This is an optimization exercise on Yosys and OpenROAD, whose aim is small area, not a production implementation.
Only simulation tests tie the RTL to the original design; equivalence was not proved.

`design/flow/flow/run.sh`:
```
#!/bin/bash
# Own layout flow: the standard synthesis, then its combinational logic re-mapped
# for area with ABC (flip-flops untouched: same instances, names and cells), keeping
# the smallest of several ABC seeds, then the standard ORFS flow from floorplan on,
# with buf_1 port buffers and a clkbuf_8 clock tree.
set -euo pipefail
W=$(pwd)
R=$W/orfs/results/${FLOW_PLATFORM}/tennis/base
LIB=$FLOW_HOME/platforms/${FLOW_PLATFORM}/lib/sky130_fd_sc_hd__tt_025C_1v80.lib
YOSYS=$FLOW_HOME/../tools/install/yosys/bin/yosys
[ -x "$YOSYS" ] || YOSYS=yosys
DU="-dont_use *probe* -dont_use *lpflow* -dont_use *clkbuf* -dont_use *clkinv* -dont_use *dly* -dont_use *conb* -dont_use *bleeder* -dont_use *tap* -dont_use *fill* -dont_use *decap* -dont_use *diode*"

bash standard.sh synth > $W/log_1_standard_synth.txt 2>&1
cp $R/1_2_yosys.v $W/std_netlist.v

resyn() {
  local seed=$1
  local script=$W/flow/area.abc
  if [ $seed -ge 12 ]; then script=$W/flow/area_long.abc; fi
  sed -e "s|@SEED@|$((seed % 12))|g" $script > $W/area_$seed.abc
  sed -e "s|@LIB@|$LIB|g" -e "s|@NET@|$W/std_netlist.v|g" -e "s|@OUT@|$W/resyn_$seed.v|g" \
      -e "s|@SCRIPT@|$W/area_$seed.abc|g" -e "s|@DU@|$DU|g" $W/flow/resyn.ys > $W/resyn_$seed.ys
  "$YOSYS" -l $W/log_2_resyn_$seed.txt -s $W/resyn_$seed.ys > /dev/null 2>&1 || true
}
for group in "0 1 2 3" "4 5 6 7" "8 9 10 11" "12 13 14 15" "16 17 18 19" "20 21 22 23"; do
  for s in $group; do resyn $s & done
  wait
done
best=""; best_area=""
for s in $(seq 0 23); do
  [ -f $W/resyn_$s.v.stat ] && [ -s $W/resyn_$s.v ] || continue
  a=$(grep "Chip area for top module" $W/resyn_$s.v.stat | awk '{print $NF}')
  echo "seed $s area $a" >> $W/log_2_resyn_summary.txt
  if [ -z "$best" ] || awk -v a=$a -v b=$best_area 'BEGIN{exit !(a<b)}'; then best=$s; best_area=$a; fi
done
echo "best seed $best area $best_area" >> $W/log_2_resyn_summary.txt

if [ -n "$best" ]; then cp $W/resyn_$best.v $R/1_2_yosys.v; fi
rm -f $R/1_synth.odb $R/1_synth.sdc
bash standard.sh finish "BUFFER_PORTS_ARGS=-buffer_cell sky130_fd_sc_hd__buf_1" "CTS_ARGS=-sink_clustering_enable -repair_clock_nets -dont_use_dummy_load -sink_clustering_size 28 -sink_clustering_max_diameter 250 -buf_list sky130_fd_sc_hd__clkbuf_8" > $W/log_3_standard_finish.txt 2>&1
```
`design/flow/flow/area.abc`:
```
strash
&get -n
&deepsyn -T 20 -S @SEED@
&put
dch -f
amap
topo
mfs3 -ae
strash
dch -f
amap
topo
mfs3 -ae
```
`design/flow/flow/area_long.abc`:
```
strash
&get -n
&deepsyn -T 40 -S @SEED@
&put
dch -f
amap
topo
mfs3 -ae
strash
dch -f
amap
topo
mfs3 -ae
```
`design/flow/flow/resyn.ys`:
```
# Re-map the combinational logic of the standard synthesis netlist for area.
# The flip-flop instances (names, cell types, connections) are kept as they are.
read_liberty -ignore_miss_func @LIB@
read_verilog @NET@
hierarchy -top tennis
setattr -mod -set keep_hierarchy 1 sky130_fd_sc_hd__df* sky130_fd_sc_hd__edf*
select -set comb t:sky130_fd_sc_hd__* t:sky130_fd_sc_hd__df* %d t:sky130_fd_sc_hd__edf* %d
rename -hide @comb
select -clear
flatten
opt_clean
tee -o @OUT@.pre.stat stat -liberty @LIB@
abc -liberty @LIB@ @DU@ -script @SCRIPT@
opt_clean -purge
hilomap -singleton -hicell sky130_fd_sc_hd__conb_1 HI -locell sky130_fd_sc_hd__conb_1 LO
splitnets
opt_clean -purge
insbuf -buf sky130_fd_sc_hd__buf_4 A X
tee -o @OUT@.stat stat -liberty @LIB@
select -module tennis
write_verilog -noattr -nohex -nodec -selected @OUT@
```
`design/flow/standard.sh`:
```
#!/bin/bash
# synth_recipe.tcl (not shown) runs the flow's synth.tcl, then flattens the netlist and writes it again
# the make line also repeats each setting of config.mk as NAME=value (left out here)
make -C /OpenROAD-flow-scripts/flow DESIGN_CONFIG=/design/flow/config.mk WORK_HOME=/design/flow/orfs CLKGATE_MAP_FILE= SYNTH_SCRIPT=/design/flow/synth_recipe.tcl "${@:-finish}"
```
`design/flow/config.mk`:
```
export PLATFORM = sky130hd
export DESIGN_NAME = tennis
export DESIGN_NICKNAME = tennis
export VERILOG_FILES = /design/flow/design.v
export SDC_FILE = /design/flow/constraint.sdc
export NUM_CORES = 4
export LEC_CHECK = 0
export CAP_MARGIN = 20
export CORE_MARGIN = 2
export CORE_UTILIZATION = 40
export SLEW_MARGIN = 20
```
`design/flow/constraint.sdc`:
```
create_clock -name core_clock -period 10.0 [get_ports {glb_clk}]
set_input_delay 2.0000 -clock core_clock [delete_from_list [all_inputs] [get_ports {glb_clk}]]
set_output_delay 2.0000 -clock core_clock [all_outputs]
set_load 0.01 [all_outputs]
```
`design/flow/design.v`:
```
module tennis(
 input wire glb_clk,
 input wire pixtick,  
 input wire reset,
 input wire lbat_human,
 input wire [8:0] lbat_move,  
 input wire rbat_human,
 input wire [8:0] rbat_move,  
 input wire tv_mode,
 input wire scanlines,        
 input wire pause,            
 output wire hsync,           
 output wire vsync,          
 output wire csync,           
 output wire ball,            
 output wire left_bat,        
 output wire right_bat,      
 output wire field_and_score,
 output wire sound           
);
 reg [7:0] hcount;
 reg [8:0] vcount;
 reg hfield;
 reg [8:0] lbat_npos;
 reg [8:0] rbat_npos;
 reg [8:0] ball_ypos;
 reg [6:0] ball_xpos;
 reg ball_ydir;
 reg ball_xdir;
 reg ball_yspd;
 reg hcoll;
 wire vcoll = ball_ydir ? ((ball_ypos >= 9'd274) & (ball_ypos <= 9'd278))
                        : ((ball_ypos >= 9'd44) & (ball_ypos <= 9'd48));
 reg vcollonfield;
 reg vb;
 reg lbat_ydir;
 reg rbat_ydir;
 reg [3:0] l_score;
 reg [3:0] r_score;
 reg [1:0] snd_sel;
 wire lineend = (hcount==8'd255);
 wire pixlineend = pixtick & lineend;
 wire lastline = (vcount==9'd311);
 wire lastlineend = lastline & lineend;
 wire pixlastlineend = pixlineend & lastline;
 wire [6:0] hc = hcount[6:0];
 wire show = hcount[7] | ~scanlines;
 wire vfield = (vcount >= 9'd48) & (vcount <= 9'd279);
 wire tborder = (vcount[8:1]==8'd24);   
 wire bborder = (vcount[8:1]==8'd139);  
 wire vborder = tborder | bborder;
 wire [9:0] lrel = {1'b0, vcount} + {1'b0, lbat_npos};   
 wire [9:0] rrel = {1'b0, vcount} + {1'b0, rbat_npos};
 wire above_lbat = ~lrel[9];
 wire below_lbat = lrel[9] & (lrel[8:5]!=4'd0);
 wire above_rbat = ~rrel[9];
 wire below_rbat = rrel[9] & (rrel[8:5]!=4'd0);
 wire v_lbat = lrel[9] & (lrel[8:5]==4'd0);
 wire v_rbat = rrel[9] & (rrel[8:5]==4'd0);
 wire nsync = (hc[6:3]==4'he);  
 assign hsync = (hc[6:3]!=4'hf);  
 assign vsync = (vcount[8:1]!=8'd155);  
 assign csync = nsync | ( vsync & hsync );
 assign ball = show & hfield & vfield & vb & (hc==ball_xpos);
 assign left_bat = show & vfield & v_lbat & (hc==7'd26);
 assign right_bat = show & vfield & v_rbat & (hc==7'd102);
 reg [2:0] sx;
 always @(*)
 begin
  if ((hc >= 7'd49) & (hc <= 7'd63))
   sx = hc[3:1] - 3'd1 + {2'd0, hc[0]} ;
  else if ((hc >= 7'd71) & (hc <= 7'd85))
   sx = hc[3:1] - 3'd4 + {2'd0, hc[0]};
  else
   sx = 3'd7;
 end
 reg [2:0] sy;
 always @(*)
 begin
  if      ((vcount >= 9'd54) & (vcount <= 9'd59)) sy = 3'd1;
  else if ((vcount >= 9'd60) & (vcount <= 9'd65)) sy = 3'd2;
  else if ((vcount >= 9'd66) & (vcount <= 9'd71)) sy = 3'd3;
  else if ((vcount >= 9'd72) & (vcount <= 9'd77)) sy = 3'd4;
  else if ((vcount >= 9'd78) & (vcount <= 9'd83)) sy = 3'd5;
  else sy = 3'd0;
 end
 wire sc_img;
 score_number scnum( .value( (hc[6]?r_score:l_score) ),
                     .x(sx),
                     .y(sy),
                     .image(sc_img)
                   );
 assign field_and_score = show
                          &
                          ( ( hfield & vborder & ~hc[0] )
                            |
                            ( vfield & (hc==7'd64) & ~(vcount[2]^vcount[1]) )
                            |
                            sc_img
                          );
 wire lgoal = (ball_xpos==7'd105) & ball_xdir;
 wire rgoal = (ball_xpos==7'd22) & ~ball_xdir;
 reg snd_frame2;
 wire [2:0] snd_div = snd_frame2 ? (vcount[4:2] + 3'd6) : vcount[4:2];
 wire snd_end = snd_frame2 & (vcount==9'd199);
 assign sound = (snd_sel[1]) ?
                 ( (snd_sel[0]) ? snd_div[0] : snd_div[1] )
                 :
                 ( (snd_sel[0]) ? snd_div[2] : 1'b0 );
 wire snd_start = lgoal | rgoal | hcoll | vcollonfield;
 always @(posedge glb_clk)
 begin
  if (pixlastlineend)
   snd_frame2 <= ~snd_start;
 end
 always @(posedge glb_clk)
 begin
  if (reset)
   snd_sel <= 2'd0;
  else if (pixlineend)
  begin
   if (lastline & (lgoal | rgoal))
    snd_sel <= 2'd3;
   else if (lastline & hcoll)
    snd_sel <= 2'd2;
   else if (lastline & vcollonfield)
    snd_sel <= 2'd1;
   else if (~lastline & snd_end)
    snd_sel <= 2'd0;
  end
 end
 always @(posedge glb_clk)
 begin
  if (reset)
   hcount <= 8'd0;
  else
   hcount <= (hcount+{7'd0,pixtick}) | { tv_mode&pixtick, 7'd0 };
 end
 always @(posedge glb_clk)
 begin
  if      (hc==7'd23)   hfield <= 1'b1;
  else if (hc==7'd105)  hfield <= 1'b0;
 end
 always @(posedge glb_clk)
 begin
  if (reset | pixlastlineend)
   vcount <= 9'd0;
  else
   vcount <= vcount+{8'd0,pixlineend};
 end
 wire bs = ~(vcoll^ball_ydir);
 wire hs = ~(hcoll^ball_xdir);
 wire frame_en = pixlastlineend & ~pause;
 wire lfast = ~ball_xdir;
 wire rfast = ball_xdir;
 wire [8:0] lm = ~frame_en ? 9'd0 : lbat_human ? lbat_move :
                 { {6{lbat_ydir}}, lbat_ydir, lbat_ydir^lfast, ~(lbat_ydir&lfast) };
 wire [8:0] rm = ~frame_en ? 9'd0 : rbat_human ? rbat_move :
                 { {6{rbat_ydir}}, rbat_ydir|rfast, rbat_ydir&~rfast, rbat_ydir|~rfast };
 wire [9:0] ls = {1'b0, lbat_npos} + {1'b0, lm};
 wire [9:0] rs = {1'b0, rbat_npos} + {1'b0, rm};
 wire lc279 = frame_en & lbat_human & lm[8] & (ls[8:0] < 9'd232);
 wire lc15  = frame_en & lbat_human & ~lm[8] & (lbat_npos <= 9'd496) & (ls[9] | (ls[8:0] > 9'd496));
 wire rc279 = frame_en & rbat_human & rm[8] & (rs[8:0] < 9'd232);
 wire rc15  = frame_en & rbat_human & ~rm[8] & (rbat_npos <= 9'd496) & (rs[9] | (rs[8:0] > 9'd496));
 always @(posedge glb_clk)
 begin
  if (reset)
  begin
   lbat_npos <= ~9'd96;
   rbat_npos <= ~9'd224;
  end
  else
  begin
   lbat_npos <= lc279 ? ~9'd279 : lc15 ? ~9'd15 : ls[8:0];
   rbat_npos <= rc279 ? ~9'd279 : rc15 ? ~9'd15 : rs[8:0];
  end
 end
 wire xmove = frame_en & (l_score!=4'd15) & (r_score!=4'd15);
 always @(posedge glb_clk)
 begin
  if (reset)
  begin
   ball_ypos <= 9'd192;
   ball_xpos <= 7'd64;
  end
  else
  begin
   ball_ypos <= ball_ypos + {{7{frame_en&bs}}, frame_en&(bs^ball_yspd), frame_en};
   ball_xpos <= ball_xpos + {{6{xmove&hs}}, xmove};
  end
 end
 always @(posedge glb_clk)
 begin
  if (reset)
  begin
   ball_ydir <= 1'd0;
   ball_xdir <= 1'd0;
   ball_yspd <= 1'd1;
  end
  else if (frame_en)
  begin
   if (hcoll) ball_xdir <= ~ball_xdir;
   if (hcoll)
    ball_yspd <= ball_ydir^(ball_xdir?rbat_ydir:lbat_ydir);
   if (vcoll) ball_ydir <= ~ball_ydir;
  end
 end
 always @(posedge glb_clk)
 begin
  if (reset)
  begin
   lbat_ydir <= 1'd0;
   rbat_ydir <= 1'd0;
  end
  else if (vb)
  begin
   if      (above_lbat)  lbat_ydir <= 1'b0;
   else if (below_lbat)  lbat_ydir <= 1'b1;
   if      (above_rbat)  rbat_ydir <= 1'b0;
   else if (below_rbat)  rbat_ydir <= 1'b1;
  end
 end
 reg prev_show;
 always @(posedge glb_clk)
 begin
  if (pixtick)
   prev_show <= show;
 end
 wire lhit = prev_show & show & vfield & v_lbat & vb & (hc==7'd27) & (ball_xpos==7'd27) & ~ball_xdir;
 wire rhit = prev_show & show & vfield & v_rbat & vb & (hc==7'd102) & (ball_xpos==7'd101) & ball_xdir;
 always @(posedge glb_clk)
 begin
  if (reset)
  begin
   hcoll <= 1'd0;
   vcollonfield <= 1'd0;
  end
  else if (pixtick)
  begin
   if (lastlineend)
   begin
    hcoll <= 1'b0;
    vcollonfield <= 1'b0;
   end
   else
   begin
    if (lhit | rhit)
     hcoll <= 1'b1;
    if ( ball & vborder )
     vcollonfield <= 1'b1;
   end
  end
 end
 reg vb_wrap;
 wire vb_last = vb_wrap ? (vcount[1:0]==2'd3) : (vcount[1:0]==ball_ypos[1:0]);
 always @(posedge glb_clk)
 begin
  if (reset)
  begin
   vb_wrap <= 1'd0;
   vb <= 1'd0;
  end
  else if (pixlineend)
  begin
   if (lastline)
    vb_wrap <= vb;
   else
   begin
    if (vcount==ball_ypos)  vb <= 1'b1;
    if (vb & vb_last)
    begin
     vb <= 1'b0;
     vb_wrap <= 1'b0;
    end
   end
  end
 end
 always @(posedge glb_clk)
 begin
  if ( reset |
       ( ~lbat_human & ~rbat_human & ( (l_score==4'd15) | (r_score==4'd15) ) )
     )
  begin
   l_score <= 4'd0;
   r_score <= 4'd0;
  end
  else if (pixlastlineend)
  begin
   if (lgoal)
    l_score <= l_score + 4'd1;
   if (rgoal)
    r_score <= r_score + 4'd1;
  end
 end
endmodule
module score_number(
 input wire [3:0] value,
 input wire [2:0] x,
 input wire [2:0] y,
 output wire image
);
 reg [7:0] ss;
 reg i;
 always @(*)
 begin
  case (value)   
   4'h0: ss = 8'b00111111;
   4'h1: ss = 8'b00000110;
   4'h2: ss = 8'b01011011;
   4'h3: ss = 8'b01001111;
   4'h4: ss = 8'b01100110;
   4'h5: ss = 8'b01101101;
   4'h6: ss = 8'b01111101;
   4'h7: ss = 8'b00000111;
   4'h8: ss = 8'b01111111;
   4'h9: ss = 8'b01101111;
   4'ha: ss = 8'b10111111;
   4'hb: ss = 8'b10000110;
   4'hc: ss = 8'b11011011;
   4'hd: ss = 8'b11001111;
   4'he: ss = 8'b11100110;
   4'hf: ss = 8'b11101101;
  endcase
 end
 always @(*)
 begin
  case (y)
   3'd1: case (x)
          3'd0: i = ss[7];
          3'd2: i = ss[0]|ss[5];
          3'd3: i = ss[0];
          3'd4: i = ss[0]|ss[1];
          default: i = 1'b0;
         endcase
   3'd2: case (x)
          3'd0: i = ss[7];
          3'd2: i = ss[5];
          3'd4: i = ss[1];
          default: i = 1'b0;
         endcase
   3'd3: case (x)
          3'd0: i = ss[7];
          3'd2: i = ss[6]|ss[5]|ss[4];
          3'd3: i = ss[6];
          3'd4: i = ss[6]|ss[1]|ss[2];
          default: i = 1'b0;
         endcase
   3'd4: case (x)
          3'd0: i = ss[7];
          3'd2: i = ss[4];
          3'd4: i = ss[2];
          default: i = 1'b0;
         endcase
   3'd5: case (x)
          3'd0: i = ss[7];
          3'd2: i = ss[3]|ss[4];
          3'd3: i = ss[3];
          3'd4: i = ss[3]|ss[2];
          default: i = 1'b0;
         endcase
   default: i = 1'b0;
  endcase
 end
 assign image = i;
endmodule
```
==> summary.txt <==
[worst reg2reg max path: cells and delay by family (launching register included)]
kind	cells	cell delay, ns
simple gates	20	3.63
compound gates	14	2.62
buf+inv	6	0.99
flops	1	0.45
[layout by cell type (no fill, tap or decap), types with 2 or more instances in the layout]
cell	count
nor3_1	32
a311oi_1	2
o32ai_1	4
nand3_1	9
nand4_1	3
and3_1	2
o221ai_1	8
or3_1	8
edfxtp_1	2
inv_1	88
a211oi_1	26
a32oi_1	3
a222oi_1	4
buf_1	32
a221oi_1	11
dfxtp_1	71
clkbuf_8	9
a22oi_1	11
nand2_1	61
nor2_1	139
nand2b_1	5
o41ai_1	2
nor2b_1	9
a21oi_1	48
o21ai_0	61
o22ai_1	19
nor4_1	9
nand4b_1	2
o21a_1	10
a31oi_1	6
[flip-flops by register name, summed over array words and instances, names as in the netlist]
name and flops:
ball_xdir 1, ball_xpos 7, ball_ydir 1, ball_ypos 9, ball_yspd 1, hcoll 1
hcount 8, hfield 1, l_score 4, lbat_npos 9, lbat_ydir 1, prev_show 1
r_score 4, rbat_npos 9, rbat_ydir 1, snd_frame2 1, snd_sel 2, vb 1
vb_wrap 1, vcollonfield 1, vcount 9
[per-layer routing]
layer | global-route usage [%] | up-vias | share of wire [%]
li1 | - | 2507 | -
met1 | 33.77 | 2353 | 47
met2 | 37.91 | 208 | 43
met3 | 4.527 | 32 | 7.8
met4 | 10.09 | 0 | 2.5
met5 | 0 | - | 0
[power breakdown]
group / total, mW / internal [mW] / switching, mW
registers: 0.294 / 0.293 / 0.00144
logic: 0.0225 / 0.00680 / 0.0157
clock network: 0.184 / 0.0804 / 0.104
[how the worst max path moves through the flow]
stage / end / startpoint / cells past startpoint
5_1_grt: rbat_npos[0]$_SDFF_PP1_ / pixtick / 39
3_5_place_dp: rbat_npos[0]$_SDFF_PP1_ / pixtick / 39
2_1_floorplan: rbat_npos[0]$_SDFF_PP1_ / pixtick / 38
4_1_cts: rbat_npos[0]$_SDFF_PP1_ / pixtick / 39
6_report: rbat_npos[1]$_SDFF_PP1_ / pixtick / 39
3_3_place_gp: rbat_npos[0]$_SDFF_PP1_ / pixtick / 39
[area by class of cell]
| type | count | area (um2) |
|---|---|---|
| clock buffer | 9 | 123.9 |
| fill | 1179 | 6001 |
| inverter | 88 | 330.3 |
| multi-input combinational | 510 | 2691 |
| sequential | 73 | 1481 |
| tap | 140 | 175.2 |
| timing repair buffer | 34 | 132.6 |
==> impl_metrics.env <==
export IMPL_firstDrtPassIters=7
export IMPL_finish_cell_count_without_fillers=854
export IMPL_final_period_minus_worst_setup_slack_ns=8.646
export IMPL_crit_family="simple AND/OR/NAND/NOR gates"
export IMPL_fin_setup_tns_ns=0
export IMPL_post_drt_via_cell_ratio=5.972
export IMPL_finalClockSkew_ns=0.02336
export IMPL_final_hold_violation_count=0
export IMPL_worstSkewPairLatency_ns=0.37
export IMPL_global_route_wire_length_before_repair_mm=22.96
export IMPL_cts_root_buf="clkbuf_8"
export IMPL_cts_sinks=73
export IMPL_die_width_um=110.1
export IMPL_layout_nets=742
export IMPL_hold_path_startpoint="r_score[3]$_SDFFE_PP0P_"
export IMPL_outcome="no timing/DRC/antenna violations"
export IMPL_maxCapViolCount=0
export IMPL_worst_ep_required_time_ns=10.22
export IMPL_power_leakage_nw=1.729
export IMPL_min_path_type="reg2reg"
export IMPL_slowest_stage="nor2_1"
export IMPL_worst_flop_to_flop_path_startpoint="hcount[0]$_SDFF_PP0_"
export IMPL_power_density_mw_per_mm2=101.6
export IMPL_path_class="in2reg"
export IMPL_worst_pin_slew_ns=0.7273
export IMPL_antenna_cells_inserted=0
export IMPL_clock_input_transition_at_the_sequential_cells_of_the_worst_setup_and_hold_paths_ns=0.08
export IMPL_io_pin_count=34
export IMPL_htreeDepth=3
export IMPL_hold_path_sink="r_score[3]$_SDFFE_PP0P_"
export IMPL_path_common_cell="nor2_1"
export IMPL_period_share_pct=86.46
export IMPL_placed_cells_incl_taps=845
export IMPL_post_synthesis_mean_instance_area_um2=6.711
export IMPL_postCtsHoldBufs=0
export IMPL_grt_overflow_total=0
export IMPL_cts_path_max_buffers=2
export IMPL_via_count_of_the_first_global_routing_pass=4673
export IMPL_detail_route_drc_violations=0
export IMPL_min_path_cells=1
export IMPL_timing_reg2reg_setup_slack_ns=2.14
export IMPL_detailed_place_area_mm2=0.004811
export IMPL_grt_max_degree=44
export IMPL_critPathMaxStageDelay_ns=0.46
export IMPL_max_freq_mhz=115.7
export IMPL_final_layout_size_suffix_gt1_share_pct=1.541
export IMPL_synth_fp_nets=697
export IMPL_design_power_total_mw=0.5013
export IMPL_groute_usage_overall_pct=24.56
export IMPL_synth_warning_count=2
export IMPL_worst_slew_margin_rel_pct=51.36
export IMPL_final_core_util_pct=45.13
export IMPL_hold_slack_ns=0.4514
export IMPL_area_delta_synth_final_pct=9.586
export IMPL_dp_slack_ns=1.098
export IMPL_synth_cells=671
export IMPL_critical_register_to_register_path_endpoint="rbat_npos[1]$_SDFF_PP1_"
export IMPL_r2r_worst_path_cells=40
export IMPL_final_max_tran_viols=0
export IMPL_finish_instance_area_mm2=0.004935
export IMPL_placement_rows=38
export IMPL_final_weighted_congestion_in_routability_driven_placement=1.001
export IMPL_core_area_mm2=0.01094
export IMPL_crit_path_end_kind="flip-flop"
export IMPL_critPathLaunchType="input pin"
export IMPL_syn_cell_area_mm2=0.004503
export IMPL_setup_violations=0
export IMPL_start_util_pct=41.18
export IMPL_grt_antenna_before_repair=0
export IMPL_cts_inserted_buffers=9
export IMPL_arrival_ns=8.86
export IMPL_antenna_violating_nets_post_route=0
export IMPL_die_y_um=110.1
export IMPL_tritoncts="built"
export IMPL_routedWlPerCell_um=16.79
export IMPL_postLayoutSetupSlackWorst_ns=1.354
export IMPL_dp_hpwl_mm=10.72
export IMPL_cp_num_buf_inv=6
export IMPL_irDropWorstVdd_v=0.00005064
export IMPL_timing_critical_path_fanout_max=13
export IMPL_dr_total_vias=5100
export IMPL_cts_repair_timing_setup_buffer_count=0
export IMPL_floorplan_die_area_mm2=0.01212
export IMPL_detail_route_wirelength_mm=14.34
export IMPL_drt_first_iter_violations=429
export IMPL_buffer_ports_inserted=33
export IMPL_grt_setup_unrepaired="false"
export IMPL_resized_after_cts=0

-- afterwards: timing with drivers on the ports --
The flow's constraints put no driver on any port. The routed layout listed below was extracted and timed again, unchanged, in two steps. Step 1 assumes that a clkbuf_16 drives the clock port and a buf_2 every other input. Step 2 also shifts input and output timing later by t, the mid clock arrival at the registers, as if the neighbouring blocks saw the same clock. a / b / c = ideal / step 1 / step 2; a / b = the first two.
t (ns): 0.393
setup slack, ns: 1.354 / 1.363 / 0.970
worst setup path after step 2: input to register
latest minus earliest clock arrival (ns): 0.023 / 0.024
After both steps this run still meets setup and hold. The setup slack of this run moves by +0.009 ns with the drivers and by -0.384 ns with both steps.
